This design comes from an exercise in tuning for small area, a short achievable clock period and few clock cycles on the open sky130 flow, not from production work.
At most, simulation tests tie the RTL to the original design; equivalence was not proved.
No activity file was given, so power comes from the tool's default toggle rates.

## 07-20
## CPU_6507
module CPU_6507(
	output [12:0] addr_bus,
	output [7:0] d_out,
	input [7:0] d_in,
	output reg wenb,
	input clk,
	input rstb,
	input rdy
);
For scale: ~33 I/O pins, ~8700 µm² of cells after synthesis.
clock: 9.0 ns
lec_check: 0
abc_area: 1
cap_margin: 20
core_margin: 2
core_utilization: 60
slew_margin: 20
standard.sh (not shown) runs the stock make flow with config.mk's settings and CLKGATE_MAP_FILE= SYNTH_SCRIPT=/design/flow/synth_recipe.tcl, a recipe that flattens the netlist after the stock synthesis.
==> flow/flow/run.sh <==
#!/bin/bash
set -euo pipefail
bash standard.sh ADDER_MAP_FILE= "BUFFER_PORTS_ARGS=-buffer_cell sky130_fd_sc_hd__buf_4" SETUP_SLACK_MARGIN=5.8 finish > flow_make.log 2>&1
The following lists how 04-23 was set up differently from 07-20:
--- a/flow/design.v
+++ b/flow/design.v
@@ -78,29 +78,33 @@
 		3'b011: cw_mod = {SDL, M00, CC, OP_SHR};
 		3'b110: cw_mod = {SDL, MFF, C0, OP_ADD};
 		default: cw_mod = {SDL, M00, C1, OP_ADD};
 	endcase
 end
 wire [8:0] idxsel = use_y ? SY : SX;
 wire [8:0] stsel = cc[0] ? SA : cc[1] ? SX : SY;
 wire [15:0] CW_STORE = {stsel, M00, C0, OP_OR};
-wire [7:0] d = d_in;
-wire co_rA = d[7] ? (~d[6] & d[5] & ~d[4]) : (d[6] | d[1]);    
-wire co_rX = d[7] & (d[1] ? (d[6] | ~d[5]) : (d[6] & d[5]));    
-wire co_rY = d[7] & ~d[1] & ~d[5];                              
-wire co_rS = d[7] & d[1] & ~d[6] & d[5] & d[4];                 
-wire co_rPH = ~d[7] & ~d[3];                                    
-wire co_rP = ~d[7] & d[3] & ~d[6] & ~d[1];                      
-wire co_mInv = d[7] & ~d[5] & ~d[4] & ~(d[6] ^ d[1]);           
-wire co_cOne = d[7] & d[6] & ~d[1];                             
-wire co_cC = ~d[7] & d[5] & d[1];                               
-wire [2:0] co_op = {~d[7] & d[1], d[7] & ~d[6] & (d[5] | d[4] | d[1]), ~d[7] & d[6] & d[1]};
-wire [15:0] cw_op = {co_rA, co_rX, co_rY, co_rS, 1'b0, co_rPH, 1'b0, 1'b0, co_rP,
-	1'b0, co_mInv, co_cOne, co_cC, co_op};
+reg [15:0] cw_op;
+always @(*) begin
+	casez (d_in)
+		8'b00?0_1010: cw_op = {SA, M00, C0, OP_SHL} | {9'h0, 2'b0, 1'b0, d_in[5], 3'b0};
+		8'b01?0_1010: cw_op = {SA, M00, C0, OP_SHR} | {9'h0, 2'b0, 1'b0, d_in[5], 3'b0};
+		8'h8A, 8'h9A: cw_op = {SX, M00, C0, OP_OR};
+		8'hAA, 8'hA8, 8'h48: cw_op = {SA, M00, C0, OP_OR};
+		8'hBA: cw_op = {SS, M00, C0, OP_OR};
+		8'h98: cw_op = {SY, M00, C0, OP_OR};
+		8'hE8: cw_op = {SX, M00, C1, OP_ADD};
+		8'hCA: cw_op = {SX, MFF, C0, OP_ADD};
+		8'hC8: cw_op = {SY, M00, C1, OP_ADD};
+		8'h88: cw_op = {SY, MFF, C0, OP_ADD};
+		8'h00: cw_op = {SPH, M00, C0, OP_OR};
+		default: cw_op = {SP, M00, C0, OP_OR};
+	endcase
+end
 reg [15:0] cw_nx;
 always @(*) begin
 	case (st)
 		T0: cw_nx = cw_op;
 		T1: begin
 			if (m_imm) cw_nx = cw_exec;
 			else if (is_branch) cw_nx = {SPL, MDL, C0, OP_ADD};
 			else if (m_zp) cw_nx = CW_STORE;
04-23 finished all stages; the layout is clean. 07-20 reports its start point of the critical path as cwr[15] while 04-23 reports PC[7]. Min number of setup buffers added after CTS across 07-20 and 04-23: 07-20. Multi-input gate share of the layout cell area (lower): 04-23. Changes observed in 04-23 relative to 07-20: overall global routing resource usage rose by 2.3 points, total power consumption of the routed design decreased 20 µW, wire length reported by the detailed router up 1.3%, effective utilization at floorplan grew by 0.55 points, minimum hold slack saw an increase. 07-20 has higher post-route minimum period than 04-23. In the reports for 07-20 and 04-23, the smaller relative contribution of the clock network to total power belongs to 04-23. Area enclosed by the die boundary for 04-23 is lower than for 07-20. 04-23 vs. 07-20: internal power of the cells down 20 µW; layout buffering overhead excluding clock cells up 0.86 points.
Testbench counts of 04-23, summed over its fixed seeds: cycles 244,174.
No functional check of the RTL was part of 07-20.


CPU_6507 with an RTL version that a note above also has.
Size in the first run: roughly 1,400 cells after synthesis, roughly 33 I/O pins.
clock: 9.0 ns
lec_check: 0
abc_area: 1
cap_margin: 20
core_margin: 2
core_utilization: 60
slew_margin: 20
==> flow/flow/run.sh <==
#!/bin/bash
set -euo pipefail
bash standard.sh "BUFFER_PORTS_ARGS=-buffer_cell sky130_fd_sc_hd__buf_4" SETUP_SLACK_MARGIN=5.8 finish > flow_make.log 2>&1
The baseline finished with timing, DRC and antenna clean.
Testbench counts at the start, summed over its fixed seeds: cycles 244,174.
Change:
--- a/flow/design.v
+++ b/flow/design.v
@@ -8,25 +8,26 @@
 	input rdy
 );
 localparam T0 = 5'd0, T1 = 5'd1, ABS2 = 5'd2, IDX = 5'd3, BR = 5'd4, BRFIX = 5'd5;
 localparam DATA = 5'd8, MOD = 5'd9, WR = 5'd10, PLO = 5'd11, PHI = 5'd12, PHIJ = 5'd13;
 localparam PUSH = 5'd16, SINC = 5'd17, PUSHL = 5'd18, PUSHP = 5'd19, PULLP = 5'd20, PULLL = 5'd21, PULLH = 5'd22, PULLA = 5'd23;
 reg [7:0] A, X, Y, S;
 reg N, V, D, I, Z, C;
 reg [15:0] PC;
 reg [7:0] IR, DL, ABL;
 reg [4:0] ABH;
 reg [4:0] st;
 wire [7:0] P = {N, V, 2'b00, D, I, Z, C};
-assign addr_bus = st[4] ? {5'b00001, S} : st[3] ? {ABH, ABL} : PC[12:0];
+reg a_pc, a_ab, a_sk;
+assign addr_bus = ({13{a_pc}} & PC[12:0]) | ({13{a_ab}} & {ABH, ABL}) | ({13{a_sk}} & {5'b00001, S});
 wire [2:0] aaa = IR[7:5];
 wire [2:0] bbb = IR[4:2];
 wire [1:0] cc = IR[1:0];
 wire g1 = cc == 2'b01;
 wire g2 = cc == 2'b10;
 wire g0 = cc == 2'b00;
 wire m_imm = (g1 & bbb == 3'b010) | (~g1 & bbb == 3'b000 & aaa[2]);
 wire m_zp = bbb == 3'b001;
 wire m_zpi = bbb == 3'b101;
 wire m_izx = g1 & bbb == 3'b000;
 wire m_izy = g1 & bbb == 3'b100;
 wire m_absi = bbb == 3'b111 | (g1 & bbb == 3'b110);
@@ -222,33 +223,37 @@
 		PULLA: ns = T0;
 		default: ns = T0;
 	endcase
 end
 wire [15:0] PCinc = PC + 16'd1;
 wire [7:0] sx = S ^ {8{sdec}};
 wire [6:0] st_t = {&sx[6:0], &sx[5:0], &sx[4:0], &sx[3:0], &sx[2:0], &sx[1:0], sx[0]};
 wire [4:0] dinc = d_in[4:0] + 5'd1;
 wire [4:0] ABHc = cout ? dinc : d_in[4:0];
 always @(posedge clk) begin
 	if (!rstb) begin
 		st <= PLO;
+		a_pc <= 1'b0; a_ab <= 1'b1; a_sk <= 1'b0;
 		IR <= 8'h00;
 		ABL <= 8'hFC;
 		ABH <= 5'h1F;
 		wenb <= 1'b1;
 		cwr <= CW_ALINC;
 		A <= 0; X <= 0; Y <= 0; S <= 0;
 		N <= 0; V <= 0; D <= 0; I <= 1; Z <= 1; C <= 0;
 	end else if (rdy) begin
 		st <= ns;
+		a_pc <= ns[4:3] == 2'b00;
+		a_ab <= ns[4:3] == 2'b01;
+		a_sk <= ns[4:3] == 2'b10;
 		cwr <= cw_nx;
 		wenb <= ~wr_n;
 		if (wA) A <= res;
 		if (wX) X <= res;
 		if (wY) Y <= res;
 		if (wS) S <= res;
 		else if (sdec | sinc) S <= S ^ {st_t, 1'b1};
 		if (wNZ) begin N <= bitop ? M[7] : res[7]; Z <= res == 8'h00; end
 		if (wC) C <= cout;
 		if (wV) V <= bitop ? M[6] : ovf;
 		case (st)
 			T0: begin
Synthesized cell count rises by 1.2%; setup slack improves by 0.026 ns; clock skew stays flat; total power rises by 2.0%; design area rises by 1.7%; utilization falls by 1.2 points; clock-buffer cell count rises by 5; routed wire length rises by about 4%.
For the second run of this note, only the layout was checked, not whether the RTL still works.

static timing again, ports no longer ideal:
In the flow no input, the clock included, has a driving cell. The finished layouts below were timed again as built, in two steps. Step 1, drivers: a clkbuf_16 drives clk and a buf_2 each remaining input, both assumed. Step 2 times the ports against the registers' clock, not the clock port: input delays grow and output delays shrink by t, the midpoint of the rising clock arrivals with the driver on. a / b / c = no drivers / after step 1 / after step 2; a / b = the first two.
| run | t (ns) | setup WS [ns] | latest minus earliest clock arrival (ns) | worst register clock-pin slew, ns | worst data-port slew with drivers (ns) |
|---|---|---|---|---|---|
| 07-20 | 0.400 | 5.721 / 5.677 / 5.473 | 0.013 / 0.013 | 0.08 / 0.08 | 0.04 |
| 04-23 | 0.404 | 5.758 / 5.716 / 5.444 | 0.014 / 0.013 | 0.08 / 0.08 | 0.03 |
| the first run of note 2 | 0.416 | 5.739 / 5.693 / 5.535 | 0.009 / 0.009 | 0.08 / 0.08 | 0.03 |
| the second run of note 2 | 0.407 | 5.765 / 5.718 / 5.469 | 0.012 / 0.011 | 0.08 / 0.08 | 0.04 |
After both steps every run listed still meets setup and hold. For 04-23, which loses most, drivers alone change the setup slack by -0.042 ns; drivers and shift together by -0.314 ns.
